Background: an optimization exercise with open tools, aiming at small area, a short achievable clock period and few clock cycles. Do not read the settings as production practice.
The RTL was checked by simulation tests, not by an equivalence proof against the original design.

<file path="flow/config.mk">
export PLATFORM = sky130hd
export DESIGN_NAME = EC_TOP
export DESIGN_NICKNAME = EC_TOP
export VERILOG_FILES = /design/flow/design.v
export SDC_FILE = /design/flow/constraint.sdc
export NUM_CORES = 4
export LEC_CHECK = 0
export ABC_AREA = 1
export CAP_MARGIN = 20
export CORE_MARGIN = 2
export CORE_UTILIZATION = 30
export PLACE_DENSITY = 0.5
export SLEW_MARGIN = 20
</file>
<file path="flow/constraint.sdc">
create_clock -name core_clock -period 80.0 [get_ports {clk}]
set_input_delay 16.0000 -clock core_clock [delete_from_list [all_inputs] [get_ports {clk}]]
set_output_delay 16.0000 -clock core_clock [all_outputs]
set_load 0.01 [all_outputs]
</file>
<file path="flow/design.v">
module INV_IP (
    input  [5:0] IN_P,
    input  [4:0] IN_X,
    output [5:0] OUT_INV
);
reg [5:0] lo, hi;
always @(*) begin
    case ({IN_P[4:1], IN_X[3:0]})
        {4'd1, 4'd1}: lo = 6'd1;
        {4'd2, 4'd1}: lo = 6'd1;
        {4'd2, 4'd2}: lo = 6'd3;
        {4'd3, 4'd1}: lo = 6'd1;
        {4'd3, 4'd2}: lo = 6'd4;
        {4'd3, 4'd3}: lo = 6'd5;
        {4'd5, 4'd1}: lo = 6'd4;
        {4'd5, 4'd2}: lo = 6'd2;
        {4'd5, 4'd3}: lo = 6'd5;
        {4'd5, 4'd4}: lo = 6'd1;
        {4'd5, 4'd5}: lo = 6'd3;
        {4'd6, 4'd1}: lo = 6'd1;
        {4'd6, 4'd2}: lo = 6'd7;
        {4'd6, 4'd3}: lo = 6'd9;
        {4'd6, 4'd4}: lo = 6'd10;
        {4'd6, 4'd5}: lo = 6'd8;
        {4'd6, 4'd6}: lo = 6'd11;
        {4'd8, 4'd1}: lo = 6'd16;
        {4'd8, 4'd2}: lo = 6'd8;
        {4'd8, 4'd3}: lo = 6'd11;
        {4'd8, 4'd4}: lo = 6'd4;
        {4'd8, 4'd5}: lo = 6'd10;
        {4'd8, 4'd6}: lo = 6'd14;
        {4'd8, 4'd7}: lo = 6'd12;
        {4'd8, 4'd8}: lo = 6'd2;
        {4'd9, 4'd1}: lo = 6'd11;
        {4'd9, 4'd2}: lo = 6'd15;
        {4'd9, 4'd3}: lo = 6'd10;
        {4'd9, 4'd4}: lo = 6'd17;
        {4'd9, 4'd5}: lo = 6'd6;
        {4'd9, 4'd6}: lo = 6'd5;
        {4'd9, 4'd7}: lo = 6'd7;
        {4'd9, 4'd8}: lo = 6'd18;
        {4'd9, 4'd9}: lo = 6'd16;
        {4'd11, 4'd1}: lo = 6'd2;
        {4'd11, 4'd2}: lo = 6'd1;
        {4'd11, 4'd3}: lo = 6'd16;
        {4'd11, 4'd4}: lo = 6'd12;
        {4'd11, 4'd5}: lo = 6'd5;
        {4'd11, 4'd6}: lo = 6'd8;
        {4'd11, 4'd7}: lo = 6'd20;
        {4'd11, 4'd8}: lo = 6'd6;
        {4'd11, 4'd9}: lo = 6'd13;
        {4'd11, 4'd10}: lo = 6'd14;
        {4'd11, 4'd11}: lo = 6'd19;
        {4'd14, 4'd1}: lo = 6'd7;
        {4'd14, 4'd2}: lo = 6'd18;
        {4'd14, 4'd3}: lo = 6'd12;
        {4'd14, 4'd4}: lo = 6'd9;
        {4'd14, 4'd5}: lo = 6'd13;
        {4'd14, 4'd6}: lo = 6'd6;
        {4'd14, 4'd7}: lo = 6'd1;
        {4'd14, 4'd8}: lo = 6'd19;
        {4'd14, 4'd9}: lo = 6'd4;
        {4'd14, 4'd10}: lo = 6'd21;
        {4'd14, 4'd11}: lo = 6'd27;
        {4'd14, 4'd12}: lo = 6'd3;
        {4'd14, 4'd13}: lo = 6'd5;
        {4'd14, 4'd14}: lo = 6'd15;
        {4'd15, 4'd1}: lo = 6'd4;
        {4'd15, 4'd2}: lo = 6'd2;
        {4'd15, 4'd3}: lo = 6'd22;
        {4'd15, 4'd4}: lo = 6'd1;
        {4'd15, 4'd5}: lo = 6'd7;
        {4'd15, 4'd6}: lo = 6'd11;
        {4'd15, 4'd7}: lo = 6'd5;
        {4'd15, 4'd8}: lo = 6'd16;
        {4'd15, 4'd9}: lo = 6'd28;
        {4'd15, 4'd10}: lo = 6'd19;
        {4'd15, 4'd11}: lo = 6'd6;
        {4'd15, 4'd12}: lo = 6'd21;
        {4'd15, 4'd13}: lo = 6'd17;
        {4'd15, 4'd14}: lo = 6'd18;
        {4'd15, 4'd15}: lo = 6'd23;
        default: lo = 6'd0;
    endcase
end
always @(*) begin
    case ({IN_P[4:1], IN_X})
        {4'd2, 5'd1}: hi = 6'd26;
        {4'd2, 5'd2}: hi = 6'd13;
        {4'd2, 5'd3}: hi = 6'd21;
        {4'd2, 5'd4}: hi = 6'd25;
        {4'd2, 5'd5}: hi = 6'd20;
        {4'd2, 5'd6}: hi = 6'd29;
        {4'd2, 5'd7}: hi = 6'd9;
        {4'd2, 5'd8}: hi = 6'd31;
        {4'd2, 5'd9}: hi = 6'd7;
        {4'd2, 5'd10}: hi = 6'd10;
        {4'd2, 5'd11}: hi = 6'd36;
        {4'd2, 5'd12}: hi = 6'd33;
        {4'd2, 5'd13}: hi = 6'd2;
        {4'd2, 5'd14}: hi = 6'd23;
        {4'd2, 5'd15}: hi = 6'd19;
        {4'd2, 5'd16}: hi = 6'd34;
        {4'd2, 5'd17}: hi = 6'd32;
        {4'd2, 5'd18}: hi = 6'd22;
        {4'd4, 5'd1}: hi = 6'd37;
        {4'd4, 5'd2}: hi = 6'd39;
        {4'd4, 5'd3}: hi = 6'd26;
        {4'd4, 5'd4}: hi = 6'd40;
        {4'd4, 5'd5}: hi = 6'd32;
        {4'd4, 5'd6}: hi = 6'd13;
        {4'd4, 5'd7}: hi = 6'd17;
        {4'd4, 5'd8}: hi = 6'd20;
        {4'd4, 5'd9}: hi = 6'd36;
        {4'd4, 5'd10}: hi = 6'd16;
        {4'd4, 5'd11}: hi = 6'd22;
        {4'd4, 5'd12}: hi = 6'd27;
        {4'd4, 5'd13}: hi = 6'd6;
        {4'd4, 5'd14}: hi = 6'd29;
        {4'd4, 5'd15}: hi = 6'd38;
        {4'd4, 5'd16}: hi = 6'd10;
        {4'd4, 5'd17}: hi = 6'd7;
        {4'd4, 5'd18}: hi = 6'd18;
        {4'd4, 5'd19}: hi = 6'd30;
        {4'd4, 5'd20}: hi = 6'd8;
        {4'd5, 5'd1}: hi = 6'd11;
        {4'd5, 5'd2}: hi = 6'd27;
        {4'd5, 5'd3}: hi = 6'd18;
        {4'd5, 5'd4}: hi = 6'd35;
        {4'd5, 5'd5}: hi = 6'd28;
        {4'd5, 5'd6}: hi = 6'd9;
        {4'd5, 5'd7}: hi = 6'd20;
        {4'd5, 5'd8}: hi = 6'd39;
        {4'd5, 5'd9}: hi = 6'd6;
        {4'd5, 5'd10}: hi = 6'd14;
        {4'd5, 5'd11}: hi = 6'd1;
        {4'd5, 5'd12}: hi = 6'd26;
        {4'd5, 5'd13}: hi = 6'd24;
        {4'd5, 5'd14}: hi = 6'd10;
        {4'd5, 5'd15}: hi = 6'd38;
        {4'd5, 5'd16}: hi = 6'd41;
        {4'd5, 5'd17}: hi = 6'd31;
        {4'd5, 5'd18}: hi = 6'd3;
        {4'd5, 5'd19}: hi = 6'd30;
        {4'd5, 5'd20}: hi = 6'd7;
        {4'd5, 5'd21}: hi = 6'd21;
        {4'd7, 5'd1}: hi = 6'd7;
        {4'd7, 5'd2}: hi = 6'd27;
        {4'd7, 5'd3}: hi = 6'd18;
        {4'd7, 5'd4}: hi = 6'd37;
        {4'd7, 5'd5}: hi = 6'd39;
        {4'd7, 5'd6}: hi = 6'd9;
        {4'd7, 5'd7}: hi = 6'd1;
        {4'd7, 5'd8}: hi = 6'd42;
        {4'd7, 5'd9}: hi = 6'd6;
        {4'd7, 5'd10}: hi = 6'd43;
        {4'd7, 5'd11}: hi = 6'd22;
        {4'd7, 5'd12}: hi = 6'd28;
        {4'd7, 5'd13}: hi = 6'd15;
        {4'd7, 5'd14}: hi = 6'd24;
        {4'd7, 5'd15}: hi = 6'd13;
        {4'd7, 5'd16}: hi = 6'd21;
        {4'd7, 5'd17}: hi = 6'd17;
        {4'd7, 5'd18}: hi = 6'd3;
        {4'd7, 5'd19}: hi = 6'd35;
        {4'd7, 5'd20}: hi = 6'd45;
        {4'd7, 5'd21}: hi = 6'd16;
        {4'd7, 5'd22}: hi = 6'd11;
        {4'd7, 5'd23}: hi = 6'd33;
        {4'd10, 5'd1}: hi = 6'd15;
        {4'd10, 5'd2}: hi = 6'd34;
        {4'd10, 5'd3}: hi = 6'd5;
        {4'd10, 5'd4}: hi = 6'd17;
        {4'd10, 5'd5}: hi = 6'd3;
        {4'd10, 5'd6}: hi = 6'd29;
        {4'd10, 5'd7}: hi = 6'd40;
        {4'd10, 5'd8}: hi = 6'd35;
        {4'd10, 5'd9}: hi = 6'd37;
        {4'd10, 5'd10}: hi = 6'd28;
        {4'd10, 5'd11}: hi = 6'd11;
        {4'd10, 5'd12}: hi = 6'd41;
        {4'd10, 5'd13}: hi = 6'd46;
        {4'd10, 5'd14}: hi = 6'd20;
        {4'd10, 5'd15}: hi = 6'd1;
        {4'd10, 5'd16}: hi = 6'd44;
        {4'd10, 5'd17}: hi = 6'd4;
        {4'd10, 5'd18}: hi = 6'd45;
        {4'd10, 5'd19}: hi = 6'd51;
        {4'd10, 5'd20}: hi = 6'd14;
        {4'd10, 5'd21}: hi = 6'd31;
        {4'd10, 5'd22}: hi = 6'd32;
        {4'd10, 5'd23}: hi = 6'd26;
        {4'd10, 5'd24}: hi = 6'd47;
        {4'd10, 5'd25}: hi = 6'd43;
        {4'd10, 5'd26}: hi = 6'd23;
        {4'd13, 5'd1}: hi = 6'd25;
        {4'd13, 5'd2}: hi = 6'd42;
        {4'd13, 5'd3}: hi = 6'd28;
        {4'd13, 5'd4}: hi = 6'd21;
        {4'd13, 5'd5}: hi = 6'd5;
        {4'd13, 5'd6}: hi = 6'd14;
        {4'd13, 5'd7}: hi = 6'd12;
        {4'd13, 5'd8}: hi = 6'd40;
        {4'd13, 5'd9}: hi = 6'd29;
        {4'd13, 5'd10}: hi = 6'd32;
        {4'd13, 5'd11}: hi = 6'd13;
        {4'd13, 5'd12}: hi = 6'd7;
        {4'd13, 5'd13}: hi = 6'd11;
        {4'd13, 5'd14}: hi = 6'd6;
        {4'd13, 5'd15}: hi = 6'd41;
        {4'd13, 5'd16}: hi = 6'd20;
        {4'd13, 5'd17}: hi = 6'd57;
        {4'd13, 5'd18}: hi = 6'd44;
        {4'd13, 5'd19}: hi = 6'd51;
        {4'd13, 5'd20}: hi = 6'd16;
        {4'd13, 5'd21}: hi = 6'd4;
        {4'd13, 5'd22}: hi = 6'd36;
        {4'd13, 5'd23}: hi = 6'd37;
        {4'd13, 5'd24}: hi = 6'd33;
        {4'd13, 5'd25}: hi = 6'd1;
        {4'd13, 5'd26}: hi = 6'd35;
        {4'd13, 5'd27}: hi = 6'd49;
        {4'd13, 5'd28}: hi = 6'd3;
        {4'd13, 5'd29}: hi = 6'd9;
        {4'd14, 5'd1}: hi = 6'd9;
        {4'd14, 5'd2}: hi = 6'd35;
        {4'd14, 5'd3}: hi = 6'd3;
        {4'd14, 5'd4}: hi = 6'd48;
        {4'd14, 5'd5}: hi = 6'd14;
        {4'd14, 5'd6}: hi = 6'd32;
        {4'd14, 5'd7}: hi = 6'd10;
        {4'd14, 5'd8}: hi = 6'd24;
        {4'd14, 5'd9}: hi = 6'd1;
        {4'd14, 5'd10}: hi = 6'd7;
        {4'd14, 5'd11}: hi = 6'd23;
        {4'd14, 5'd12}: hi = 6'd16;
        {4'd14, 5'd13}: hi = 6'd57;
        {4'd14, 5'd14}: hi = 6'd5;
        {4'd14, 5'd15}: hi = 6'd25;
        {4'd14, 5'd16}: hi = 6'd12;
        {4'd14, 5'd17}: hi = 6'd40;
        {4'd14, 5'd18}: hi = 6'd31;
        {4'd14, 5'd19}: hi = 6'd39;
        {4'd14, 5'd20}: hi = 6'd34;
        {4'd14, 5'd21}: hi = 6'd44;
        {4'd14, 5'd22}: hi = 6'd42;
        {4'd14, 5'd23}: hi = 6'd11;
        {4'd14, 5'd24}: hi = 6'd8;
        {4'd14, 5'd25}: hi = 6'd15;
        {4'd14, 5'd26}: hi = 6'd59;
        {4'd14, 5'd27}: hi = 6'd41;
        {4'd14, 5'd28}: hi = 6'd33;
        {4'd14, 5'd29}: hi = 6'd55;
        {4'd14, 5'd30}: hi = 6'd43;
        default: hi = 6'd0;
    endcase
end
assign OUT_INV = IN_P[5] ? hi : lo;
endmodule
module SQ_IP (
    input  [5:0] IN_P,
    input  [4:0] IN_F,
    output [5:0] OUT_SQ
);
reg [5:0] lo, hi;
always @(*) begin
    case ({IN_P[4:1], IN_F[3:0]})
        {4'd1, 4'd0}: lo = 6'd0;
        {4'd1, 4'd1}: lo = 6'd0;
        {4'd2, 4'd0}: lo = 6'd0;
        {4'd2, 4'd1}: lo = 6'd3;
        {4'd2, 4'd2}: lo = 6'd2;
        {4'd3, 4'd0}: lo = 6'd0;
        {4'd3, 4'd1}: lo = 6'd3;
        {4'd3, 4'd2}: lo = 6'd5;
        {4'd3, 4'd3}: lo = 6'd6;
        {4'd5, 4'd0}: lo = 6'd0;
        {4'd5, 4'd1}: lo = 6'd3;
        {4'd5, 4'd2}: lo = 6'd1;
        {4'd5, 4'd3}: lo = 6'd5;
        {4'd5, 4'd4}: lo = 6'd4;
        {4'd5, 4'd5}: lo = 6'd9;
        {4'd6, 4'd0}: lo = 6'd0;
        {4'd6, 4'd1}: lo = 6'd3;
        {4'd6, 4'd2}: lo = 6'd12;
        {4'd6, 4'd3}: lo = 6'd1;
        {4'd6, 4'd4}: lo = 6'd9;
        {4'd6, 4'd5}: lo = 6'd10;
        {4'd6, 4'd6}: lo = 6'd4;
        {4'd8, 4'd0}: lo = 6'd0;
        {4'd8, 4'd1}: lo = 6'd3;
        {4'd8, 4'd2}: lo = 6'd12;
        {4'd8, 4'd3}: lo = 6'd10;
        {4'd8, 4'd4}: lo = 6'd14;
        {4'd8, 4'd5}: lo = 6'd7;
        {4'd8, 4'd6}: lo = 6'd6;
        {4'd8, 4'd7}: lo = 6'd11;
        {4'd8, 4'd8}: lo = 6'd5;
        {4'd9, 4'd0}: lo = 6'd0;
        {4'd9, 4'd1}: lo = 6'd3;
        {4'd9, 4'd2}: lo = 6'd12;
        {4'd9, 4'd3}: lo = 6'd8;
        {4'd9, 4'd4}: lo = 6'd10;
        {4'd9, 4'd5}: lo = 6'd18;
        {4'd9, 4'd6}: lo = 6'd13;
        {4'd9, 4'd7}: lo = 6'd14;
        {4'd9, 4'd8}: lo = 6'd2;
        {4'd9, 4'd9}: lo = 6'd15;
        {4'd11, 4'd0}: lo = 6'd0;
        {4'd11, 4'd1}: lo = 6'd3;
        {4'd11, 4'd2}: lo = 6'd12;
        {4'd11, 4'd3}: lo = 6'd4;
        {4'd11, 4'd4}: lo = 6'd2;
        {4'd11, 4'd5}: lo = 6'd6;
        {4'd11, 4'd6}: lo = 6'd16;
        {4'd11, 4'd7}: lo = 6'd9;
        {4'd11, 4'd8}: lo = 6'd8;
        {4'd11, 4'd9}: lo = 6'd13;
        {4'd11, 4'd10}: lo = 6'd1;
        {4'd11, 4'd11}: lo = 6'd18;
        {4'd14, 4'd0}: lo = 6'd0;
        {4'd14, 4'd1}: lo = 6'd3;
        {4'd14, 4'd2}: lo = 6'd12;
        {4'd14, 4'd3}: lo = 6'd27;
        {4'd14, 4'd4}: lo = 6'd19;
        {4'd14, 4'd5}: lo = 6'd17;
        {4'd14, 4'd6}: lo = 6'd21;
        {4'd14, 4'd7}: lo = 6'd2;
        {4'd14, 4'd8}: lo = 6'd18;
        {4'd14, 4'd9}: lo = 6'd11;
        {4'd14, 4'd10}: lo = 6'd10;
        {4'd14, 4'd11}: lo = 6'd15;
        {4'd14, 4'd12}: lo = 6'd26;
        {4'd14, 4'd13}: lo = 6'd14;
        {4'd14, 4'd14}: lo = 6'd8;
        {4'd15, 4'd0}: lo = 6'd0;
        {4'd15, 4'd1}: lo = 6'd3;
        {4'd15, 4'd2}: lo = 6'd12;
        {4'd15, 4'd3}: lo = 6'd27;
        {4'd15, 4'd4}: lo = 6'd17;
        {4'd15, 4'd5}: lo = 6'd13;
        {4'd15, 4'd6}: lo = 6'd15;
        {4'd15, 4'd7}: lo = 6'd23;
        {4'd15, 4'd8}: lo = 6'd6;
        {4'd15, 4'd9}: lo = 6'd26;
        {4'd15, 4'd10}: lo = 6'd21;
        {4'd15, 4'd11}: lo = 6'd22;
        {4'd15, 4'd12}: lo = 6'd29;
        {4'd15, 4'd13}: lo = 6'd11;
        {4'd15, 4'd14}: lo = 6'd30;
        {4'd15, 4'd15}: lo = 6'd24;
        default: lo = 6'd0;
    endcase
end
always @(*) begin
    case ({IN_P[4:1], IN_F})
        {4'd2, 5'd0}: hi = 6'd0;
        {4'd2, 5'd1}: hi = 6'd3;
        {4'd2, 5'd2}: hi = 6'd12;
        {4'd2, 5'd3}: hi = 6'd27;
        {4'd2, 5'd4}: hi = 6'd11;
        {4'd2, 5'd5}: hi = 6'd1;
        {4'd2, 5'd6}: hi = 6'd34;
        {4'd2, 5'd7}: hi = 6'd36;
        {4'd2, 5'd8}: hi = 6'd7;
        {4'd2, 5'd9}: hi = 6'd21;
        {4'd2, 5'd10}: hi = 6'd4;
        {4'd2, 5'd11}: hi = 6'd30;
        {4'd2, 5'd12}: hi = 6'd25;
        {4'd2, 5'd13}: hi = 6'd26;
        {4'd2, 5'd14}: hi = 6'd33;
        {4'd2, 5'd15}: hi = 6'd9;
        {4'd2, 5'd16}: hi = 6'd28;
        {4'd2, 5'd17}: hi = 6'd16;
        {4'd2, 5'd18}: hi = 6'd10;
        {4'd4, 5'd0}: hi = 6'd0;
        {4'd4, 5'd1}: hi = 6'd3;
        {4'd4, 5'd2}: hi = 6'd12;
        {4'd4, 5'd3}: hi = 6'd27;
        {4'd4, 5'd4}: hi = 6'd7;
        {4'd4, 5'd5}: hi = 6'd34;
        {4'd4, 5'd6}: hi = 6'd26;
        {4'd4, 5'd7}: hi = 6'd24;
        {4'd4, 5'd8}: hi = 6'd28;
        {4'd4, 5'd9}: hi = 6'd38;
        {4'd4, 5'd10}: hi = 6'd13;
        {4'd4, 5'd11}: hi = 6'd35;
        {4'd4, 5'd12}: hi = 6'd22;
        {4'd4, 5'd13}: hi = 6'd15;
        {4'd4, 5'd14}: hi = 6'd14;
        {4'd4, 5'd15}: hi = 6'd19;
        {4'd4, 5'd16}: hi = 6'd30;
        {4'd4, 5'd17}: hi = 6'd6;
        {4'd4, 5'd18}: hi = 6'd29;
        {4'd4, 5'd19}: hi = 6'd17;
        {4'd4, 5'd20}: hi = 6'd11;
        {4'd5, 5'd0}: hi = 6'd0;
        {4'd5, 5'd1}: hi = 6'd3;
        {4'd5, 5'd2}: hi = 6'd12;
        {4'd5, 5'd3}: hi = 6'd27;
        {4'd5, 5'd4}: hi = 6'd5;
        {4'd5, 5'd5}: hi = 6'd32;
        {4'd5, 5'd6}: hi = 6'd22;
        {4'd5, 5'd7}: hi = 6'd18;
        {4'd5, 5'd8}: hi = 6'd20;
        {4'd5, 5'd9}: hi = 6'd28;
        {4'd5, 5'd10}: hi = 6'd42;
        {4'd5, 5'd11}: hi = 6'd19;
        {4'd5, 5'd12}: hi = 6'd2;
        {4'd5, 5'd13}: hi = 6'd34;
        {4'd5, 5'd14}: hi = 6'd29;
        {4'd5, 5'd15}: hi = 6'd30;
        {4'd5, 5'd16}: hi = 6'd37;
        {4'd5, 5'd17}: hi = 6'd7;
        {4'd5, 5'd18}: hi = 6'd26;
        {4'd5, 5'd19}: hi = 6'd8;
        {4'd5, 5'd20}: hi = 6'd39;
        {4'd5, 5'd21}: hi = 6'd33;
        {4'd7, 5'd0}: hi = 6'd0;
        {4'd7, 5'd1}: hi = 6'd3;
        {4'd7, 5'd2}: hi = 6'd12;
        {4'd7, 5'd3}: hi = 6'd27;
        {4'd7, 5'd4}: hi = 6'd1;
        {4'd7, 5'd5}: hi = 6'd28;
        {4'd7, 5'd6}: hi = 6'd14;
        {4'd7, 5'd7}: hi = 6'd6;
        {4'd7, 5'd8}: hi = 6'd4;
        {4'd7, 5'd9}: hi = 6'd8;
        {4'd7, 5'd10}: hi = 6'd18;
        {4'd7, 5'd11}: hi = 6'd34;
        {4'd7, 5'd12}: hi = 6'd9;
        {4'd7, 5'd13}: hi = 6'd37;
        {4'd7, 5'd14}: hi = 6'd24;
        {4'd7, 5'd15}: hi = 6'd17;
        {4'd7, 5'd16}: hi = 6'd16;
        {4'd7, 5'd17}: hi = 6'd21;
        {4'd7, 5'd18}: hi = 6'd32;
        {4'd7, 5'd19}: hi = 6'd2;
        {4'd7, 5'd20}: hi = 6'd25;
        {4'd7, 5'd21}: hi = 6'd7;
        {4'd7, 5'd22}: hi = 6'd42;
        {4'd7, 5'd23}: hi = 6'd36;
        {4'd10, 5'd0}: hi = 6'd0;
        {4'd10, 5'd1}: hi = 6'd3;
        {4'd10, 5'd2}: hi = 6'd12;
        {4'd10, 5'd3}: hi = 6'd27;
        {4'd10, 5'd4}: hi = 6'd48;
        {4'd10, 5'd5}: hi = 6'd22;
        {4'd10, 5'd6}: hi = 6'd2;
        {4'd10, 5'd7}: hi = 6'd41;
        {4'd10, 5'd8}: hi = 6'd33;
        {4'd10, 5'd9}: hi = 6'd31;
        {4'd10, 5'd10}: hi = 6'd35;
        {4'd10, 5'd11}: hi = 6'd45;
        {4'd10, 5'd12}: hi = 6'd8;
        {4'd10, 5'd13}: hi = 6'd30;
        {4'd10, 5'd14}: hi = 6'd5;
        {4'd10, 5'd15}: hi = 6'd39;
        {4'd10, 5'd16}: hi = 6'd26;
        {4'd10, 5'd17}: hi = 6'd19;
        {4'd10, 5'd18}: hi = 6'd18;
        {4'd10, 5'd19}: hi = 6'd23;
        {4'd10, 5'd20}: hi = 6'd34;
        {4'd10, 5'd21}: hi = 6'd51;
        {4'd10, 5'd22}: hi = 6'd21;
        {4'd10, 5'd23}: hi = 6'd50;
        {4'd10, 5'd24}: hi = 6'd32;
        {4'd10, 5'd25}: hi = 6'd20;
        {4'd10, 5'd26}: hi = 6'd14;
        {4'd13, 5'd0}: hi = 6'd0;
        {4'd13, 5'd1}: hi = 6'd3;
        {4'd13, 5'd2}: hi = 6'd12;
        {4'd13, 5'd3}: hi = 6'd27;
        {4'd13, 5'd4}: hi = 6'd48;
        {4'd13, 5'd5}: hi = 6'd16;
        {4'd13, 5'd6}: hi = 6'd49;
        {4'd13, 5'd7}: hi = 6'd29;
        {4'd13, 5'd8}: hi = 6'd15;
        {4'd13, 5'd9}: hi = 6'd7;
        {4'd13, 5'd10}: hi = 6'd5;
        {4'd13, 5'd11}: hi = 6'd9;
        {4'd13, 5'd12}: hi = 6'd19;
        {4'd13, 5'd13}: hi = 6'd35;
        {4'd13, 5'd14}: hi = 6'd57;
        {4'd13, 5'd15}: hi = 6'd26;
        {4'd13, 5'd16}: hi = 6'd1;
        {4'd13, 5'd17}: hi = 6'd41;
        {4'd13, 5'd18}: hi = 6'd28;
        {4'd13, 5'd19}: hi = 6'd21;
        {4'd13, 5'd20}: hi = 6'd20;
        {4'd13, 5'd21}: hi = 6'd25;
        {4'd13, 5'd22}: hi = 6'd36;
        {4'd13, 5'd23}: hi = 6'd53;
        {4'd13, 5'd24}: hi = 6'd17;
        {4'd13, 5'd25}: hi = 6'd46;
        {4'd13, 5'd26}: hi = 6'd22;
        {4'd13, 5'd27}: hi = 6'd4;
        {4'd13, 5'd28}: hi = 6'd51;
        {4'd13, 5'd29}: hi = 6'd45;
        {4'd14, 5'd0}: hi = 6'd0;
        {4'd14, 5'd1}: hi = 6'd3;
        {4'd14, 5'd2}: hi = 6'd12;
        {4'd14, 5'd3}: hi = 6'd27;
        {4'd14, 5'd4}: hi = 6'd48;
        {4'd14, 5'd5}: hi = 6'd14;
        {4'd14, 5'd6}: hi = 6'd47;
        {4'd14, 5'd7}: hi = 6'd25;
        {4'd14, 5'd8}: hi = 6'd9;
        {4'd14, 5'd9}: hi = 6'd60;
        {4'd14, 5'd10}: hi = 6'd56;
        {4'd14, 5'd11}: hi = 6'd58;
        {4'd14, 5'd12}: hi = 6'd5;
        {4'd14, 5'd13}: hi = 6'd19;
        {4'd14, 5'd14}: hi = 6'd39;
        {4'd14, 5'd15}: hi = 6'd4;
        {4'd14, 5'd16}: hi = 6'd36;
        {4'd14, 5'd17}: hi = 6'd13;
        {4'd14, 5'd18}: hi = 6'd57;
        {4'd14, 5'd19}: hi = 6'd46;
        {4'd14, 5'd20}: hi = 6'd41;
        {4'd14, 5'd21}: hi = 6'd42;
        {4'd14, 5'd22}: hi = 6'd49;
        {4'd14, 5'd23}: hi = 6'd1;
        {4'd14, 5'd24}: hi = 6'd20;
        {4'd14, 5'd25}: hi = 6'd45;
        {4'd14, 5'd26}: hi = 6'd15;
        {4'd14, 5'd27}: hi = 6'd52;
        {4'd14, 5'd28}: hi = 6'd34;
        {4'd14, 5'd29}: hi = 6'd22;
        {4'd14, 5'd30}: hi = 6'd16;
        default: hi = 6'd0;
    endcase
end
assign OUT_SQ = IN_P[5] ? hi : lo;
endmodule
module SQ1_IP (
    input  [5:0] IN_P,
    input  [4:0] IN_F,
    output [5:0] OUT_SQ
);
reg [5:0] lo, hi;
always @(*) begin
    case ({IN_P[4:1], IN_F[3:0]})
        {4'd1, 4'd0}: lo = 6'd0;
        {4'd1, 4'd1}: lo = 6'd1;
        {4'd2, 4'd0}: lo = 6'd0;
        {4'd2, 4'd1}: lo = 6'd1;
        {4'd2, 4'd2}: lo = 6'd4;
        {4'd3, 4'd0}: lo = 6'd0;
        {4'd3, 4'd1}: lo = 6'd1;
        {4'd3, 4'd2}: lo = 6'd4;
        {4'd3, 4'd3}: lo = 6'd2;
        {4'd5, 4'd0}: lo = 6'd0;
        {4'd5, 4'd1}: lo = 6'd3;
        {4'd5, 4'd2}: lo = 6'd1;
        {4'd5, 4'd3}: lo = 6'd5;
        {4'd5, 4'd4}: lo = 6'd4;
        {4'd5, 4'd5}: lo = 6'd9;
        {4'd6, 4'd0}: lo = 6'd0;
        {4'd6, 4'd1}: lo = 6'd1;
        {4'd6, 4'd2}: lo = 6'd4;
        {4'd6, 4'd3}: lo = 6'd9;
        {4'd6, 4'd4}: lo = 6'd3;
        {4'd6, 4'd5}: lo = 6'd12;
        {4'd6, 4'd6}: lo = 6'd10;
        {4'd8, 4'd0}: lo = 6'd0;
        {4'd8, 4'd1}: lo = 6'd16;
        {4'd8, 4'd2}: lo = 6'd13;
        {4'd8, 4'd3}: lo = 6'd8;
        {4'd8, 4'd4}: lo = 6'd1;
        {4'd8, 4'd5}: lo = 6'd9;
        {4'd8, 4'd6}: lo = 6'd15;
        {4'd8, 4'd7}: lo = 6'd2;
        {4'd8, 4'd8}: lo = 6'd4;
        {4'd9, 4'd0}: lo = 6'd0;
        {4'd9, 4'd1}: lo = 6'd7;
        {4'd9, 4'd2}: lo = 6'd9;
        {4'd9, 4'd3}: lo = 6'd6;
        {4'd9, 4'd4}: lo = 6'd17;
        {4'd9, 4'd5}: lo = 6'd4;
        {4'd9, 4'd6}: lo = 6'd5;
        {4'd9, 4'd7}: lo = 6'd1;
        {4'd9, 4'd8}: lo = 6'd11;
        {4'd9, 4'd9}: lo = 6'd16;
        {4'd11, 4'd0}: lo = 6'd0;
        {4'd11, 4'd1}: lo = 6'd12;
        {4'd11, 4'd2}: lo = 6'd2;
        {4'd11, 4'd3}: lo = 6'd16;
        {4'd11, 4'd4}: lo = 6'd8;
        {4'd11, 4'd5}: lo = 6'd1;
        {4'd11, 4'd6}: lo = 6'd18;
        {4'd11, 4'd7}: lo = 6'd13;
        {4'd11, 4'd8}: lo = 6'd9;
        {4'd11, 4'd9}: lo = 6'd6;
        {4'd11, 4'd10}: lo = 6'd4;
        {4'd11, 4'd11}: lo = 6'd3;
        {4'd14, 4'd0}: lo = 6'd0;
        {4'd14, 4'd1}: lo = 6'd25;
        {4'd14, 4'd2}: lo = 6'd13;
        {4'd14, 4'd3}: lo = 6'd22;
        {4'd14, 4'd4}: lo = 6'd23;
        {4'd14, 4'd5}: lo = 6'd16;
        {4'd14, 4'd6}: lo = 6'd1;
        {4'd14, 4'd7}: lo = 6'd7;
        {4'd14, 4'd8}: lo = 6'd5;
        {4'd14, 4'd9}: lo = 6'd24;
        {4'd14, 4'd10}: lo = 6'd6;
        {4'd14, 4'd11}: lo = 6'd9;
        {4'd14, 4'd12}: lo = 6'd4;
        {4'd14, 4'd13}: lo = 6'd20;
        {4'd14, 4'd14}: lo = 6'd28;
        {4'd15, 4'd0}: lo = 6'd0;
        {4'd15, 4'd1}: lo = 6'd8;
        {4'd15, 4'd2}: lo = 6'd1;
        {4'd15, 4'd3}: lo = 6'd10;
        {4'd15, 4'd4}: lo = 6'd4;
        {4'd15, 4'd5}: lo = 6'd14;
        {4'd15, 4'd6}: lo = 6'd9;
        {4'd15, 4'd7}: lo = 6'd20;
        {4'd15, 4'd8}: lo = 6'd16;
        {4'd15, 4'd9}: lo = 6'd28;
        {4'd15, 4'd10}: lo = 6'd25;
        {4'd15, 4'd11}: lo = 6'd7;
        {4'd15, 4'd12}: lo = 6'd5;
        {4'd15, 4'd13}: lo = 6'd19;
        {4'd15, 4'd14}: lo = 6'd18;
        {4'd15, 4'd15}: lo = 6'd2;
        default: lo = 6'd0;
    endcase
end
always @(*) begin
    case ({IN_P[4:1], IN_F})
        {4'd2, 5'd0}: hi = 6'd0;
        {4'd2, 5'd1}: hi = 6'd10;
        {4'd2, 5'd2}: hi = 6'd3;
        {4'd2, 5'd3}: hi = 6'd16;
        {4'd2, 5'd4}: hi = 6'd12;
        {4'd2, 5'd5}: hi = 6'd28;
        {4'd2, 5'd6}: hi = 6'd27;
        {4'd2, 5'd7}: hi = 6'd9;
        {4'd2, 5'd8}: hi = 6'd11;
        {4'd2, 5'd9}: hi = 6'd33;
        {4'd2, 5'd10}: hi = 6'd1;
        {4'd2, 5'd11}: hi = 6'd26;
        {4'd2, 5'd12}: hi = 6'd34;
        {4'd2, 5'd13}: hi = 6'd25;
        {4'd2, 5'd14}: hi = 6'd36;
        {4'd2, 5'd15}: hi = 6'd30;
        {4'd2, 5'd16}: hi = 6'd7;
        {4'd2, 5'd17}: hi = 6'd4;
        {4'd2, 5'd18}: hi = 6'd21;
        {4'd4, 5'd0}: hi = 6'd0;
        {4'd4, 5'd1}: hi = 6'd10;
        {4'd4, 5'd2}: hi = 6'd40;
        {4'd4, 5'd3}: hi = 6'd8;
        {4'd4, 5'd4}: hi = 6'd37;
        {4'd4, 5'd5}: hi = 6'd4;
        {4'd4, 5'd6}: hi = 6'd32;
        {4'd4, 5'd7}: hi = 6'd39;
        {4'd4, 5'd8}: hi = 6'd25;
        {4'd4, 5'd9}: hi = 6'd31;
        {4'd4, 5'd10}: hi = 6'd16;
        {4'd4, 5'd11}: hi = 6'd21;
        {4'd4, 5'd12}: hi = 6'd5;
        {4'd4, 5'd13}: hi = 6'd9;
        {4'd4, 5'd14}: hi = 6'd33;
        {4'd4, 5'd15}: hi = 6'd36;
        {4'd4, 5'd16}: hi = 6'd18;
        {4'd4, 5'd17}: hi = 6'd20;
        {4'd4, 5'd18}: hi = 6'd1;
        {4'd4, 5'd19}: hi = 6'd2;
        {4'd4, 5'd20}: hi = 6'd23;
        {4'd5, 5'd0}: hi = 6'd0;
        {4'd5, 5'd1}: hi = 6'd4;
        {4'd5, 5'd2}: hi = 6'd16;
        {4'd5, 5'd3}: hi = 6'd36;
        {4'd5, 5'd4}: hi = 6'd21;
        {4'd5, 5'd5}: hi = 6'd14;
        {4'd5, 5'd6}: hi = 6'd15;
        {4'd5, 5'd7}: hi = 6'd24;
        {4'd5, 5'd8}: hi = 6'd41;
        {4'd5, 5'd9}: hi = 6'd23;
        {4'd5, 5'd10}: hi = 6'd13;
        {4'd5, 5'd11}: hi = 6'd11;
        {4'd5, 5'd12}: hi = 6'd17;
        {4'd5, 5'd13}: hi = 6'd31;
        {4'd5, 5'd14}: hi = 6'd10;
        {4'd5, 5'd15}: hi = 6'd40;
        {4'd5, 5'd16}: hi = 6'd35;
        {4'd5, 5'd17}: hi = 6'd38;
        {4'd5, 5'd18}: hi = 6'd6;
        {4'd5, 5'd19}: hi = 6'd25;
        {4'd5, 5'd20}: hi = 6'd9;
        {4'd5, 5'd21}: hi = 6'd1;
        {4'd7, 5'd0}: hi = 6'd0;
        {4'd7, 5'd1}: hi = 6'd27;
        {4'd7, 5'd2}: hi = 6'd14;
        {4'd7, 5'd3}: hi = 6'd8;
        {4'd7, 5'd4}: hi = 6'd9;
        {4'd7, 5'd5}: hi = 6'd17;
        {4'd7, 5'd6}: hi = 6'd32;
        {4'd7, 5'd7}: hi = 6'd7;
        {4'd7, 5'd8}: hi = 6'd36;
        {4'd7, 5'd9}: hi = 6'd25;
        {4'd7, 5'd10}: hi = 6'd21;
        {4'd7, 5'd11}: hi = 6'd24;
        {4'd7, 5'd12}: hi = 6'd34;
        {4'd7, 5'd13}: hi = 6'd4;
        {4'd7, 5'd14}: hi = 6'd28;
        {4'd7, 5'd15}: hi = 6'd12;
        {4'd7, 5'd16}: hi = 6'd3;
        {4'd7, 5'd17}: hi = 6'd1;
        {4'd7, 5'd18}: hi = 6'd6;
        {4'd7, 5'd19}: hi = 6'd18;
        {4'd7, 5'd20}: hi = 6'd37;
        {4'd7, 5'd21}: hi = 6'd16;
        {4'd7, 5'd22}: hi = 6'd2;
        {4'd7, 5'd23}: hi = 6'd42;
        {4'd10, 5'd0}: hi = 6'd0;
        {4'd10, 5'd1}: hi = 6'd46;
        {4'd10, 5'd2}: hi = 6'd25;
        {4'd10, 5'd3}: hi = 6'd43;
        {4'd10, 5'd4}: hi = 6'd47;
        {4'd10, 5'd5}: hi = 6'd37;
        {4'd10, 5'd6}: hi = 6'd13;
        {4'd10, 5'd7}: hi = 6'd28;
        {4'd10, 5'd8}: hi = 6'd29;
        {4'd10, 5'd9}: hi = 6'd16;
        {4'd10, 5'd10}: hi = 6'd42;
        {4'd10, 5'd11}: hi = 6'd1;
        {4'd10, 5'd12}: hi = 6'd52;
        {4'd10, 5'd13}: hi = 6'd36;
        {4'd10, 5'd14}: hi = 6'd6;
        {4'd10, 5'd15}: hi = 6'd15;
        {4'd10, 5'd16}: hi = 6'd10;
        {4'd10, 5'd17}: hi = 6'd44;
        {4'd10, 5'd18}: hi = 6'd11;
        {4'd10, 5'd19}: hi = 6'd17;
        {4'd10, 5'd20}: hi = 6'd9;
        {4'd10, 5'd21}: hi = 6'd40;
        {4'd10, 5'd22}: hi = 6'd4;
        {4'd10, 5'd23}: hi = 6'd7;
        {4'd10, 5'd24}: hi = 6'd49;
        {4'd10, 5'd25}: hi = 6'd24;
        {4'd10, 5'd26}: hi = 6'd38;
        {4'd13, 5'd0}: hi = 6'd0;
        {4'd13, 5'd1}: hi = 6'd26;
        {4'd13, 5'd2}: hi = 6'd45;
        {4'd13, 5'd3}: hi = 6'd57;
        {4'd13, 5'd4}: hi = 6'd3;
        {4'd13, 5'd5}: hi = 6'd1;
        {4'd13, 5'd6}: hi = 6'd51;
        {4'd13, 5'd7}: hi = 6'd35;
        {4'd13, 5'd8}: hi = 6'd12;
        {4'd13, 5'd9}: hi = 6'd41;
        {4'd13, 5'd10}: hi = 6'd4;
        {4'd13, 5'd11}: hi = 6'd19;
        {4'd13, 5'd12}: hi = 6'd27;
        {4'd13, 5'd13}: hi = 6'd28;
        {4'd13, 5'd14}: hi = 6'd22;
        {4'd13, 5'd15}: hi = 6'd9;
        {4'd13, 5'd16}: hi = 6'd48;
        {4'd13, 5'd17}: hi = 6'd21;
        {4'd13, 5'd18}: hi = 6'd46;
        {4'd13, 5'd19}: hi = 6'd5;
        {4'd13, 5'd20}: hi = 6'd16;
        {4'd13, 5'd21}: hi = 6'd20;
        {4'd13, 5'd22}: hi = 6'd17;
        {4'd13, 5'd23}: hi = 6'd7;
        {4'd13, 5'd24}: hi = 6'd49;
        {4'd13, 5'd25}: hi = 6'd25;
        {4'd13, 5'd26}: hi = 6'd53;
        {4'd13, 5'd27}: hi = 6'd15;
        {4'd13, 5'd28}: hi = 6'd29;
        {4'd13, 5'd29}: hi = 6'd36;
        {4'd14, 5'd0}: hi = 6'd0;
        {4'd14, 5'd1}: hi = 6'd34;
        {4'd14, 5'd2}: hi = 6'd14;
        {4'd14, 5'd3}: hi = 6'd1;
        {4'd14, 5'd4}: hi = 6'd56;
        {4'd14, 5'd5}: hi = 6'd57;
        {4'd14, 5'd6}: hi = 6'd4;
        {4'd14, 5'd7}: hi = 6'd19;
        {4'd14, 5'd8}: hi = 6'd41;
        {4'd14, 5'd9}: hi = 6'd9;
        {4'd14, 5'd10}: hi = 6'd45;
        {4'd14, 5'd11}: hi = 6'd27;
        {4'd14, 5'd12}: hi = 6'd16;
        {4'd14, 5'd13}: hi = 6'd12;
        {4'd14, 5'd14}: hi = 6'd15;
        {4'd14, 5'd15}: hi = 6'd25;
        {4'd14, 5'd16}: hi = 6'd42;
        {4'd14, 5'd17}: hi = 6'd5;
        {4'd14, 5'd18}: hi = 6'd36;
        {4'd14, 5'd19}: hi = 6'd13;
        {4'd14, 5'd20}: hi = 6'd58;
        {4'd14, 5'd21}: hi = 6'd49;
        {4'd14, 5'd22}: hi = 6'd47;
        {4'd14, 5'd23}: hi = 6'd52;
        {4'd14, 5'd24}: hi = 6'd3;
        {4'd14, 5'd25}: hi = 6'd22;
        {4'd14, 5'd26}: hi = 6'd48;
        {4'd14, 5'd27}: hi = 6'd20;
        {4'd14, 5'd28}: hi = 6'd60;
        {4'd14, 5'd29}: hi = 6'd46;
        {4'd14, 5'd30}: hi = 6'd39;
        default: hi = 6'd0;
    endcase
end
assign OUT_SQ = IN_P[5] ? hi : lo;
endmodule
module EC_TOP(
    clk, rst_n, in_valid,
    in_Px, in_Py, in_Qx, in_Qy, in_prime, in_a,
    out_valid, out_Rx, out_Ry
);
input clk, rst_n, in_valid;
input [5:0] in_Px, in_Py, in_Qx, in_Qy, in_prime, in_a;
output reg out_valid;
output [5:0] out_Rx, out_Ry;
wire [5:0] p = in_prime;
wire dbl = (in_Px == in_Qx) && (in_Py == in_Qy);
wire [7:0] p3 = {p, 1'b0} + p;                               
wire [6:0] fc, fp;
wire       fge;
ec_sub7 u_fc(.a({2'b0, p[5:1]}), .b(in_Px), .ge(fge), .d(fc));
ec_sub7 u_fp(.a({1'b0, p}), .b(in_Px), .ge(), .d(fp));
wire [4:0] pf = fge ? in_Px[4:0] : fp[4:0];         
wire [5:0] sq3;
SQ_IP u_sqt(.IN_P(p), .IN_F(pf), .OUT_SQ(sq3));
wire [6:0] n3 = sq3 + in_a;                          
wire [5:0] numD, numA, num;
wire [6:0] n3d;
wire       n3ge;
ec_sub7 u_r1(.a(n3), .b(p), .ge(n3ge), .d(n3d));
assign numD = n3ge ? n3d[5:0] : n3[5:0];
ec_subm u_na(.a(in_Qy), .b(in_Py), .p(p), .r(numA));
assign num = dbl ? numD : numA;
wire [6:0] py2;
wire       py2ge;
wire [5:0] denD, denA, den;
ec_sub7 u_py2(.a({in_Py, 1'b0}), .b(p), .ge(py2ge), .d(py2));
assign denD = py2ge ? py2[5:0] : {in_Py[4:0], 1'b0};
ec_subm u_da(.a(in_Qx), .b(in_Px), .p(p), .r(denA));
assign den = dbl ? denD : denA;
wire [6:0] hc, pd;
wire       hge;
ec_sub7 u_hc(.a({2'b0, p[5:1]}), .b(den), .ge(hge), .d(hc));
wire       neg = ~hge;                       
ec_sub7 u_pd(.a({1'b0, p}), .b(den), .ge(), .d(pd));
wire [4:0] dh = neg ? pd[4:0] : den[4:0];    
wire [5:0] im;
INV_IP u_inv(.IN_P(p), .IN_X(dh), .OUT_INV(im));
wire [12:0] prod;
wire [5:0]  sm;
ec_muladd u_mu(.a(num), .b(im), .c(13'd0), .y(prod));
ec_mred4  u_r2(.n(prod), .p(p), .p3(p3), .r(sm));
wire [7:0] e3 = {1'b0, in_Px, 1'b0} + in_Qx;                 
wire [5:0] e;
ec_qstep #(0) u_e(.n({1'b0, e3}), .p(p), .p3(p3), .r(e));
wire [6:0] pq, c2;
wire [6:0] pmy;
ec_add #(7) u_pq(.a({1'b0, in_Px}), .b({1'b0, in_Qx}), .cin(1'b0), .s(pq), .co());
ec_add #(7) u_c2(.a({p, 1'b0}), .b(~pq), .cin(1'b1), .s(c2), .co());     
ec_sub7     u_pm(.a({1'b0, p}), .b(in_Py), .ge(), .d(pmy));              
reg [5:0]  s_r, e_r, d_r, p_r;
reg [6:0]  c_r;
reg       n_r;
always @(posedge clk) begin
    n_r  <= neg;
    s_r  <= sm;
    e_r  <= e;
    c_r  <= c2;
    d_r  <= pmy[5:0];
    p_r  <= in_prime;
end
always @(posedge clk or negedge rst_n)
    if (!rst_n) out_valid <= 1'b0;
    else        out_valid <= in_valid;
wire [12:0] ys;
wire [5:0]  t;
wire [7:0] p3_r = {p_r, 1'b0} + p_r;                         
wire [6:0] sc, sp;
wire       sge;
ec_sub7 u_sc(.a({2'b0, p_r[5:1]}), .b(s_r), .ge(sge), .d(sc));
ec_sub7 u_sp(.a({1'b0, p_r}), .b(s_r), .ge(), .d(sp));
wire [4:0] sf = sge ? s_r[4:0] : sp[4:0];
wire [5:0] w;
SQ1_IP u_sq1(.IN_P(p_r), .IN_F(sf), .OUT_SQ(w));
wire [7:0] wc = w + c_r;                                      
ec_qstep #(0) u_x0(.n({1'b0, wc}), .p(p_r), .p3(p3_r), .r(out_Rx));
ec_subn   u_t (.a(e_r), .b(w), .p(p_r), .neg(n_r), .r(t));   
wire [7:0] s3_r = {s_r, 1'b0} + s_r;                         
wire [7:0] ym;
ec_muladd4 u_ys(.a(s_r), .a3(s3_r), .b(t), .c({1'b0, d_r, 6'd0}), .y(ys));
ec_redc4  u_ry(.n(ys), .p(p_r), .p3(p3_r), .r(ym));          
ec_qstep #(0) u_y0(.n({1'b0, ym}), .p(p_r), .p3(p3_r), .r(out_Ry));
endmodule
module ec_add #(parameter W = 8) (
    input  [W-1:0] a, b,
    input          cin,
    output [W-1:0] s,
    output         co
);
assign {co, s} = a + b + cin;
endmodule
module ec_sub7 (
    input  [6:0] a,
    input  [5:0] b,
    output       ge,
    output [6:0] d
);
ec_add #(7) u(.a(a), .b({1'b1, ~b}), .cin(1'b1), .s(d), .co(ge));
endmodule
module ec_qstep #(parameter K = 4) (
    input  [K+8:0] n,
    input  [5:0]   p,
    input  [7:0]   p3,
    output [K+5:0] r
);
wire [7:0] w = n[K +: 8];
wire [8:0] d1 = {1'b0, w} - {3'b0, p};
wire [8:0] d2 = {1'b0, w} - {2'b0, p, 1'b0};
wire [8:0] d3 = {1'b0, w} - {1'b0, p3};
wire [5:0] q  = !d3[8] ? d3[5:0] : !d2[8] ? d2[5:0] : !d1[8] ? d1[5:0] : w[5:0];
generate
    if (K > 0) begin : g_lo
        assign r = {q, n[K-1:0]};
    end else begin : g_lo0
        assign r = q;
    end
endgenerate
endmodule
module ec_redc4 (
    input  [12:0] n,
    input  [5:0]  p,
    input  [7:0]  p3,
    output [7:0]  r
);
wire [13:0] v [0:3];              
assign v[0] = {1'b0, n};
genvar j;
generate
    for (j = 0; j < 3; j = j + 1) begin : g_st
        wire [1:0] b  = v[j][2*j +: 2];
        wire [1:0] bp = b * p[1:0];
        wire [1:0] q  = 2'd0 - bp;
        wire [7:0] qp = (q == 2'd3) ? p3 : (q == 2'd2) ? {1'b0, p, 1'b0} : (q == 2'd1) ? {2'b0, p} : 8'd0;
        assign v[j+1] = v[j] + ({6'd0, qp} << (2 * j));
    end
endgenerate
assign r = v[3][13:6];
endmodule
module ec_mred4 (
    input  [12:0] n,
    input  [5:0]  p,
    input  [7:0]  p3,
    output [5:0]  r
);
wire [12:0] v [0:3];              
assign v[0] = n;
genvar j;
generate
    for (j = 0; j < 3; j = j + 1) begin : g_st
        wire [1:0] b  = v[j][2*j +: 2];
        wire [1:0] bp = b * p[1:0];
        wire [1:0] q  = 2'd0 - bp;
        wire [7:0] qp = (q == 2'd3) ? p3 : (q == 2'd2) ? {1'b0, p, 1'b0} : (q == 2'd1) ? {2'b0, p} : 8'd0;
        assign v[j+1] = v[j] + ({5'd0, qp} << (2 * j));
    end
endgenerate
wire [6:0] u = v[3][12:6];       
wire [6:0] d;
wire       ge;
ec_sub7 uc(.a(u), .b(p), .ge(ge), .d(d));
assign r = ge ? d[5:0] : u[5:0];
endmodule
module ec_subm (
    input  [5:0] a, b, p,
    output [5:0] r
);
wire [6:0] d;
wire       ge;
wire [5:0] dp;
ec_sub7 u0(.a({1'b0, a}), .b(b), .ge(ge), .d(d));
ec_add #(6) u1(.a(d[5:0]), .b(p), .cin(1'b0), .s(dp), .co());
assign r = ge ? d[5:0] : dp;
endmodule
module ec_subn (
    input  [5:0] a, b, p,
    input        neg,
    output [5:0] r
);
wire [6:0] d;
wire [5:0] dp;
ec_add #(7) u0(.a({1'b0, a} ^ {7{neg}}), .b(~{1'b0, b} ^ {7{neg}}), .cin(1'b1), .s(d), .co());
ec_add #(6) u1(.a(d[5:0]), .b(p), .cin(1'b0), .s(dp), .co());
assign r = d[6] ? dp : d[5:0];
endmodule
module ec_muladd4 (
    input  [5:0]  a,
    input  [7:0]  a3,
    input  [5:0]  b,
    input  [12:0] c,
    output [12:0] y
);
wire [12:0] acc [0:3];            
assign acc[0] = c;
genvar i;
generate
    for (i = 0; i < 3; i = i + 1) begin : g_row
        wire [1:0]  d  = b[2*i +: 2];
        wire [7:0]  m  = (d == 2'd3) ? a3 : (d == 2'd2) ? {1'b0, a, 1'b0} : (d == 2'd1) ? {2'b0, a} : 8'd0;
        wire [12:0] pp = {5'd0, m} << (2 * i);
        ec_add #(13) u(.a(acc[i]), .b(pp), .cin(1'b0), .s(acc[i+1]), .co());
    end
endgenerate
assign y = acc[3];
endmodule
module ec_muladd (
    input  [5:0]  a, b,
    input  [12:0] c,
    output [12:0] y
);
wire [11:0] acc [0:6];            
assign acc[0] = c[11:0];
genvar i;
generate
    for (i = 0; i < 6; i = i + 1) begin : g_row
        wire [11:0] pp = {6'd0, a & {6{b[i]}}} << i;
        ec_add #(12) u(.a(acc[i]), .b(pp), .cin(1'b0), .s(acc[i+1]), .co());
    end
endgenerate
assign y = {1'b0, acc[6]};
endmodule
</file>
<file path="flow/flow/run.sh">
#!/bin/bash
# The standard layout (the standard.sh), with these changes:
# - synthesis maps Yosys's carry-lookahead cells ($lcu) to ripple carry
#   (flow/ripple_lcu.v) instead of ORFS's Kogge-Stone map, which makes the
#   many small adders of this design about a fifth smaller;
# - every port is still buffered, with the smallest buffer cell;
# - the clock tree uses mid-sized clock buffers and no dummy loads (there are
#   only a few dozen flip-flops);
# - timing repair aims for MARGIN ns of setup slack, a few ns above what the
#   layout reaches without it, so that the resizer speeds up the slowest
#   paths (the clock period and constraints are unchanged).
set -euo pipefail
MARGIN=46
export SYNTH_OPERATIONS_ARGS="-extra-map $PWD/flow/ripple_lcu.v"
export BUFFER_PORTS_ARGS="-buffer_cell sky130_fd_sc_hd__buf_1"
export CTS_ARGS="-sink_clustering_enable -repair_clock_nets -dont_use_dummy_load -root_buf sky130_fd_sc_hd__clkbuf_8 -buf_list sky130_fd_sc_hd__clkbuf_8"
bash standard.sh SETUP_SLACK_MARGIN=$MARGIN finish > standard.log 2>&1
</file>
<file path="flow/flow/ripple_lcu.v">
(* techmap_celltype = "$lcu" *)
module _80_lcu_ripple (P, G, CI, CO);
	parameter WIDTH = 2;

	(* force_downto *)
	input [WIDTH-1:0] P, G;
	input CI;

	(* force_downto *)
	output [WIDTH-1:0] CO;

	integer i;
	(* force_downto *)
	reg [WIDTH-1:0] c;

	wire [1023:0] _TECHMAP_DO_ = "proc; opt -fast";

	always @* begin
		c[0] = G[0] | (P[0] & CI);
		for (i = 1; i < WIDTH; i = i + 1)
			c[i] = G[i] | (P[i] & c[i - 1]);
	end

	assign CO = c;
endmodule
</file>
<file path="flow/standard.sh">
#!/bin/bash
# synth_recipe.tcl (not shown) runs the flow's synth.tcl, then flattens the netlist and writes it again
# the make line also repeats each setting of config.mk as NAME=value (left out here)
make -C /OpenROAD-flow-scripts/flow DESIGN_CONFIG=/design/flow/config.mk WORK_HOME=/design/flow/orfs CLKGATE_MAP_FILE= SYNTH_SCRIPT=/design/flow/synth_recipe.tcl "${@:-finish}"
</file>
==> results of run 1 <==
[worst paths after layout]
check,end,cells after the start,from,slack (ns)
max in group asynchronous,out_valid,1,rst_n,64.46
min in group core_clock,out_valid,1,in_valid,15.80
min,out_valid,1,rst_n,15.44
max,s_r[0],70,in_prime[1],47.07
[cell usage after synthesis (all sizes together) (2+ instances only)]
cell       n
nand2    527
inv      429
o21ai    255
fa       210
nor2     200
nand3    171
a21oi    138
ha       137
clkbuf    68
o211ai    43
buf       39
dfxtp     32
o221ai    29
o22ai     26
a31oi     25
nor3      25
nand4     20
o311ai    18
o31ai     16
xnor2     16
clkinv    13
o2111ai   13
a22oi     12
xor2      12
a221oi    10
a211oi     8
mux2i      7
a21o       6
nor4       6
a32o       5
o21a       5
or2        5
a21boi     4
o41ai      4
a2111oi    3
a32oi      3
o21bai     3
a22o       2
o32ai      2
[logic make-up after synthesis]
kind of cell / after synthesis / share of synthesized area
xor+xnor: 28 / 0.0144
fa+ha+maj: 347 / 0.348
flops: 33 / 0.0391
compound gates: 631 / 0.225
simple gates: 957 / 0.243
buf+inv: 549 / 0.126
mux: 7 / 0.00412
[cells in the final DEF, fill, tap and decap left out, drive strengths merged, types with 6 or more instances in the layout]
cell type  instances
o211ai            43
a21oi            138
o31ai             16
mux2i              7
nor2             200
xnor2             16
fa               210
o2111ai           13
nand2            527
o21ai            255
a22oi             12
ha               137
a31oi             25
nor4               6
a211oi             8
a221oi            10
buf               83
a21o               6
clkinv            11
nand3            171
o311ai            18
nor3              25
o221ai            29
dfxtp             32
o22ai             26
xor2              12
inv              431
clkbuf            10
nand4             20
[state kept, by name (all words and copies together), names as in the netlist]
signal and count:
e_r 6, c_r 7, out_valid 1, s_r 6, d_r 6, p_r 6
n_r 1
[metrics by stage]
step	hold WS (ns)	instances	utilization	setup slack, ns	instance area [µm²]
after CTS	15.43	3293	0.321	46.04	18000
after global routing	15.44	3294	0.322	46.02	18100
after floorplan	15.70	2552	-	48.73	17000
after detailed placement	15.77	3288	0.319	46.39	18000
final	15.44	3296	0.322	47.07	18100
after global placement	15.76	3288	0.319	46.71	18000
[metal layers]
layer | vias up | global-route usage | part of all wire
met4 | 4 | 0.110 | 0.052
li1 | 8443 | - | -
met3 | 294 | 0.0328 | 0.092
met2 | 1276 | 0.391 | 0.45
met5 | - | 0 | 0.00030
met1 | 9055 | 0.314 | 0.40
[final cells by class]
| type | instances | area share |
|---|---|---|
| repair buffers | 88 | 0.0282 |
| clock buffers | 5 | 0.00379 |
| well taps | 756 | 0.0521 |
| flip-flops and latches | 33 | 0.0370 |
| multi-input cells | 1970 | 0.787 |
| diodes | 2 | 0.000276 |
| inverters | 442 | 0.0918 |
==> run notes, run 1 <==
crit path kind=in2reg; Slew @ Worst Pin=1.02 ns; total number of vias=19100; Mapped Area=17000 µm²; Max Cap Viol=0; total die area=58700 µm²; htree depth=2; row count=87; first drt pass iteration count=8; CTS root buffer=clkbuf_8; Resized cells post-CTS=0; overall routed net length=72.6 mm; Startpoint Class=primary input; Num CTS Buffers=5; Hold Crit Class=in2async; average wire per standard cell=22.0 µm; Clock Sink Count=33; final slew viol count=0; Global Route Usage Sum=0.240; # setup viols final=0; Worst EP arrival=33.11 ns; endpoint type of the worst setup path=flip-flop; Multi-input gate area=14300 µm²; Clock Pin Slew Worst Setup and Hold Paths=0.08 ns; CP delay by family, top=adder cells; EDFF count, synth=0; Area Overhead vs Synth=6.58%; period utilization=0.412; crit-path max cell delay=0.61 ns; layout cells sized above 1=0.0548; Worst Path Buf+Inv=16; DR iter-0 viols=2538; Layout Nets=2926; IO buf count=51; RSZ-0062 raised after global routing=no; synth unique cells=63; min Tclk post-route=32.93 ns; status=finished clean; GP Congestion=1.05; Worst slew margin=0.322; first-pass GRT wire length=111 mm; Fillers=6234; I/O pins=52; Final TNS setup=0 ns; cell mode on critical path=fa_1; Yosys reg bits=33; sequential element share of the synthesized area=0.0391; total grt overflow=0; area share of the largest cell type after synthesis=0.247; Hold Buf Count CTS=0; Critical Path RT=80.18 ns; post-DR vias/cell=5.79; slowest cell on the critical path=clkinv_1; register area=671 µm²; DRC Markers=0; Routed Antenna Nets=0; Synth area leaders=fa_1 (25%), nand2_1 (11%), ha_1 (10%); Die Span Y=242 µm; Die W=242 µm; Post CTS Setup Buffer Count=0; achievable frequency=30.4 MHz; Final Hold Fails=0; initial antenna violation count=4; pin count of the biggest net entering global routing=54; clk buf depth=2; Core Region=56300 µm²; Starting Density=0.303; post-DP HPWL=54.5 mm; warning count from the yosys run=8; Net Count, Synth=2938; Async SR Flop Fraction=0.0303; Yosys top cell by area=fa_1; ys flop type=dfxtp_1; CTS tree=done; crit-path max FO=35; vias in the first global route=18700; syn avg cell area=6.67 µm²; Post-Syn Instances=2552
Testbench counts, summed over its fixed seeds: cycles 1,600.
==> run 2: changes to the inputs <==
--- a/flow/design.v
+++ b/flow/design.v
@@ -857,7 +857,7 @@
 ec_mred4  u_r2(.n(prod), .p(p), .p3(p3), .r(sm));
 wire [7:0] e3 = {1'b0, in_Px, 1'b0} + in_Qx;                 
 wire [5:0] e;
-ec_qstep #(0) u_e(.n({1'b0, e3}), .p(p), .p3(p3), .r(e));
+ec_red3 u_e(.n(e3), .p(p), .r(e));
 wire [6:0] pq, c2;
 wire [6:0] pmy;
 ec_add #(7) u_pq(.a({1'b0, in_Px}), .b({1'b0, in_Qx}), .cin(1'b0), .s(pq), .co());
@@ -888,13 +888,13 @@
 wire [5:0] w;
 SQ1_IP u_sq1(.IN_P(p_r), .IN_F(sf), .OUT_SQ(w));
 wire [7:0] wc = w + c_r;                                      
-ec_qstep #(0) u_x0(.n({1'b0, wc}), .p(p_r), .p3(p3_r), .r(out_Rx));
+ec_red3 u_x0(.n(wc), .p(p_r), .r(out_Rx));
 ec_subn   u_t (.a(e_r), .b(w), .p(p_r), .neg(n_r), .r(t));   
 wire [7:0] s3_r = {s_r, 1'b0} + s_r;                         
 wire [7:0] ym;
 ec_muladd4 u_ys(.a(s_r), .a3(s3_r), .b(t), .c({1'b0, d_r, 6'd0}), .y(ys));
 ec_redc4  u_ry(.n(ys), .p(p_r), .p3(p3_r), .r(ym));          
-ec_qstep #(0) u_y0(.n({1'b0, ym}), .p(p_r), .p3(p3_r), .r(out_Ry));
+ec_red3 u_y0(.n(ym), .p(p_r), .r(out_Ry));
 endmodule
 module ec_add #(parameter W = 8) (
     input  [W-1:0] a, b,
@@ -912,24 +912,14 @@
 );
 ec_add #(7) u(.a(a), .b({1'b1, ~b}), .cin(1'b1), .s(d), .co(ge));
 endmodule
-module ec_qstep #(parameter K = 4) (
-    input  [K+8:0] n,
-    input  [5:0]   p,
-    input  [7:0]   p3,
-    output [K+5:0] r
+module ec_red3 (
+    input  [7:0] n,
+    input  [5:0] p,
+    output [5:0] r
 );
-wire [7:0] w = n[K +: 8];
-wire [8:0] d1 = {1'b0, w} - {3'b0, p};
-wire [8:0] d2 = {1'b0, w} - {2'b0, p, 1'b0};
-wire [8:0] d3 = {1'b0, w} - {1'b0, p3};
-wire [5:0] q  = !d3[8] ? d3[5:0] : !d2[8] ? d2[5:0] : !d1[8] ? d1[5:0] : w[5:0];
-generate
-    if (K > 0) begin : g_lo
-        assign r = {q, n[K-1:0]};
-    end else begin : g_lo0
-        assign r = q;
-    end
-endgenerate
+wire [8:0] d1 = {1'b0, n} - {3'b0, p};
+wire [8:0] d2 = {1'b0, n} - {2'b0, p, 1'b0};
+assign r = !d2[8] ? d2[5:0] : !d1[8] ? d1[5:0] : n[5:0];
 endmodule
 module ec_redc4 (
     input  [12:0] n,
--- a/flow/flow/run.sh
+++ b/flow/flow/run.sh
@@ -10,7 +10,7 @@
 #   layout reaches without it, so that the resizer speeds up the slowest
 #   paths (the clock period and constraints are unchanged).
 set -euo pipefail
-MARGIN=46
+MARGIN=48
 export SYNTH_OPERATIONS_ARGS="-extra-map $PWD/flow/ripple_lcu.v"
 export BUFFER_PORTS_ARGS="-buffer_cell sky130_fd_sc_hd__buf_1"
 export CTS_ARGS="-sink_clustering_enable -repair_clock_nets -dont_use_dummy_load -root_buf sky130_fd_sc_hd__clkbuf_8 -buf_list sky130_fd_sc_hd__clkbuf_8"
==> run notes, run 2 <==
ys flop type=dfxtp_1; Largest Register=c_r; synth unique cells=63; most frequent cells in the layout=nand2_1 (451), inv_1 (400), nor2_1 (231); crit-path max FO=39; Hold Crit Class=in2async; status=finished clean; Num CTS Buffers=5; first-pass GRT wire length=107 mm; CTS root buffer=clkbuf_8; Startpoint Class=primary input; Setup crit start=in_prime[0]; GP Congestion=1.03; total grt overflow=0; DR iter-0 viols=2087; warning count from the yosys run=8; period utilization=0.393; Mapped Area=16400 µm²; GR Util met3=0.0340; Area Overhead vs Synth=13.5%; Yosys reg bits=33; most frequent cells after synthesis=nand2_1 (471), inv_1 (423), nor2_1 (250); initial antenna violation count=3; Fillers=5921; RSZ-0062 raised after global routing=no; Async SR Flop Fraction=0.0303; endpoint type of the worst setup path=flip-flop; Post-Syn Instances=2500; Global Route Usage Sum=0.246; pre-CTS setup slack=46.68 ns; Critical Path RT=80.23 ns; layer with the highest usage=met2; clk buf depth=2; Worst slew margin=0.403; met1 Usage GRT=0.296; Die Span Y=238 µm; CTS tree=done; area share of the largest cell type after synthesis=0.238; I/O pins=52; final slew viol count=0; Clock Sink Count=33; Yosys top cell by area=fa_1; commonest non-fill, non-tap cell in the layout=nand2_1; post-DP HPWL=53.7 mm; vias in the first global route=18300; DRC Markers=0; crit-path max cell delay=0.60 ns; most frequent cell after synthesis=nand2_1; total die area=56500 µm²; overall routed net length=71.4 mm; Final Hold Fails=0; total number of vias=18700; pin count of the biggest net entering global routing=43; cell mode on critical path=fa_1; Multi-input gate area=14000 µm²; htree depth=2; max reg flops=7; sequential element share of the synthesized area=0.0406; IO buf count=51; Routed Antenna Nets=0; Layout Nets=2929; Max Cap Viol=0; EDFF count, synth=0; Hold Buf Count CTS=0; # setup viols final=0; crit path kind=in2reg; GR Util met2=0.418; Final TNS setup=0 ns; Die W=238 µm; row count=85; Starting Density=0.304; Net Count, Synth=2863; Clock Pin Slew Worst Setup and Hold Paths=0.06 ns; Slew @ Worst Pin=0.894 ns; register area=677 µm²; syn avg cell area=6.55 µm²; layout cells sized above 1=0.112; Setup WS post-layout=48.54 ns; min Tclk post-route=31.46 ns; achievable frequency=31.8 MHz; Synth area leaders=fa_1 (24%), nand2_1 (11%), ha_1 (9.9%); slowest cell on the critical path=fa_1; Core Region=53900 µm²; average wire per standard cell=21.9 µm; first drt pass iteration count=6; post-DR vias/cell=5.73; Worst EP arrival=31.68 ns
run 2: changes by cell type after synthesis, sizes merged, moves of 6 or more:
cell and change:
inv +10, nand3 -43, buf -6, nor2 +57
fa -15, nor3 +17, a211oi +10, a21oi -16
a31oi +9, a22oi -6, nand2 -38, ha -8
run 2: how the worst max path moves through the flow:
| stage | slack (ns) | end | depth (start not counted) |
|---|---|---|---|
| after floorplan | 48.82 | out_Ry[0] | 81 |
| after global placement | 46.75 | out_Ry[0] | 82 |
| after detailed placement | 46.68 | out_Ry[0] | 82 |
| after CTS | 47.98 | out_Ry[0] | 78 |
| after global routing | 47.87 | s_r[4] | 70 |
| final | 48.54 | s_r[5] | 65 |
run 2: cells by family after synthesis:
family                   Yosys count  share of synthesized area
adder cells (fa/ha/maj)          324                      0.337
buffers and inverters            544                      0.127
AO/OA/AOI/OAI                    619                      0.232
multiplexers                       9                    0.00565
AND/OR/NAND/NOR                  942                      0.242
flip-flops                        33                     0.0406
XOR/XNOR                          29                     0.0155
run 2: metrics by stage:
stage	instances	instance area, µm²	hold WS, ns	utilization
global placement	3189	17300	15.76	0.322
finish	3263	18600	15.45	0.345
CTS	3209	17700	15.42	0.329
floorplan	2500	16400	15.70	-
global route	3261	18600	15.44	0.345
detailed placement	3189	17300	15.77	0.322
run 2: routing by layer:
layer / up-vias / wire length [µm] / share of wire
met3: 291 / 6030 / 0.084
met4: 0 / 4450 / 0.062
li1: 8404 / - / -
met5: - / 0 / 0
met1: 8808 / 27300 / 0.38
met2: 1178 / 33600 / 0.47
run 2: cell type report:
class / instances / area share
Timing Repair Buffer: 155 / 0.0636
Inverter: 448 / 0.0944
Sequential cell: 33 / 0.0364
Antenna cell: 3 / 0.000404
Multi-Input combinational cell: 1923 / 0.755
Clock buffer: 5 / 0.00370
Tap cell: 696 / 0.0468
run 2: worst max-delay path, delay by kind of cell:
kind	cells	cell delay, ns
AOI/OAI and AO/OA	9	1.52
xor gates and xnor gates	1	0.17
adders and majority gates	30	11.24
buffers and inverters	17	1.75
and+or+nand+nor	8	0.91
run 2: what timing repair did:
item / CTS / global route
setup buffers: 14 / 48
setup endpoints to repair: 12 / 12
resized for setup: 61 / 136
pin swaps: 1 / 23
cloned: 1 / 3
Testbench counts of run 2, summed over its fixed seeds: cycles 1,600.

## static timing again, ports no longer ideal
The results above use ideal ports. As a check the final layouts listed here were re-extracted and re-timed, cells and wires unchanged. Step 1: set_driving_cell puts a clkbuf_16 on clk and a buf_2 on each other input, an assumption about the parent block. Step 2 also shifts input and output timing later by t, the mid clock arrival at the registers, as if the neighbouring blocks saw the same clock. Slacks: ideal ports / drivers / drivers and shift; pairs: ideal ports / drivers.
| run | t (ns) | setup slack, ns | worst setup path after step 2 | latest minus earliest clock arrival (ns) |
|---|---|---|---|---|
| run 1 | 0.318 | 47.069 / 47.069 / 46.751 | input to register | 0.027 / 0.027 |
| run 2 | 0.349 | 48.544 / 48.567 / 48.218 | input to register | 0.016 / 0.016 |
After both steps setup and hold are still met in every run listed. The setup slack of run 2, which loses most, moves by +0.023 ns with the drivers and by -0.326 ns with both steps.
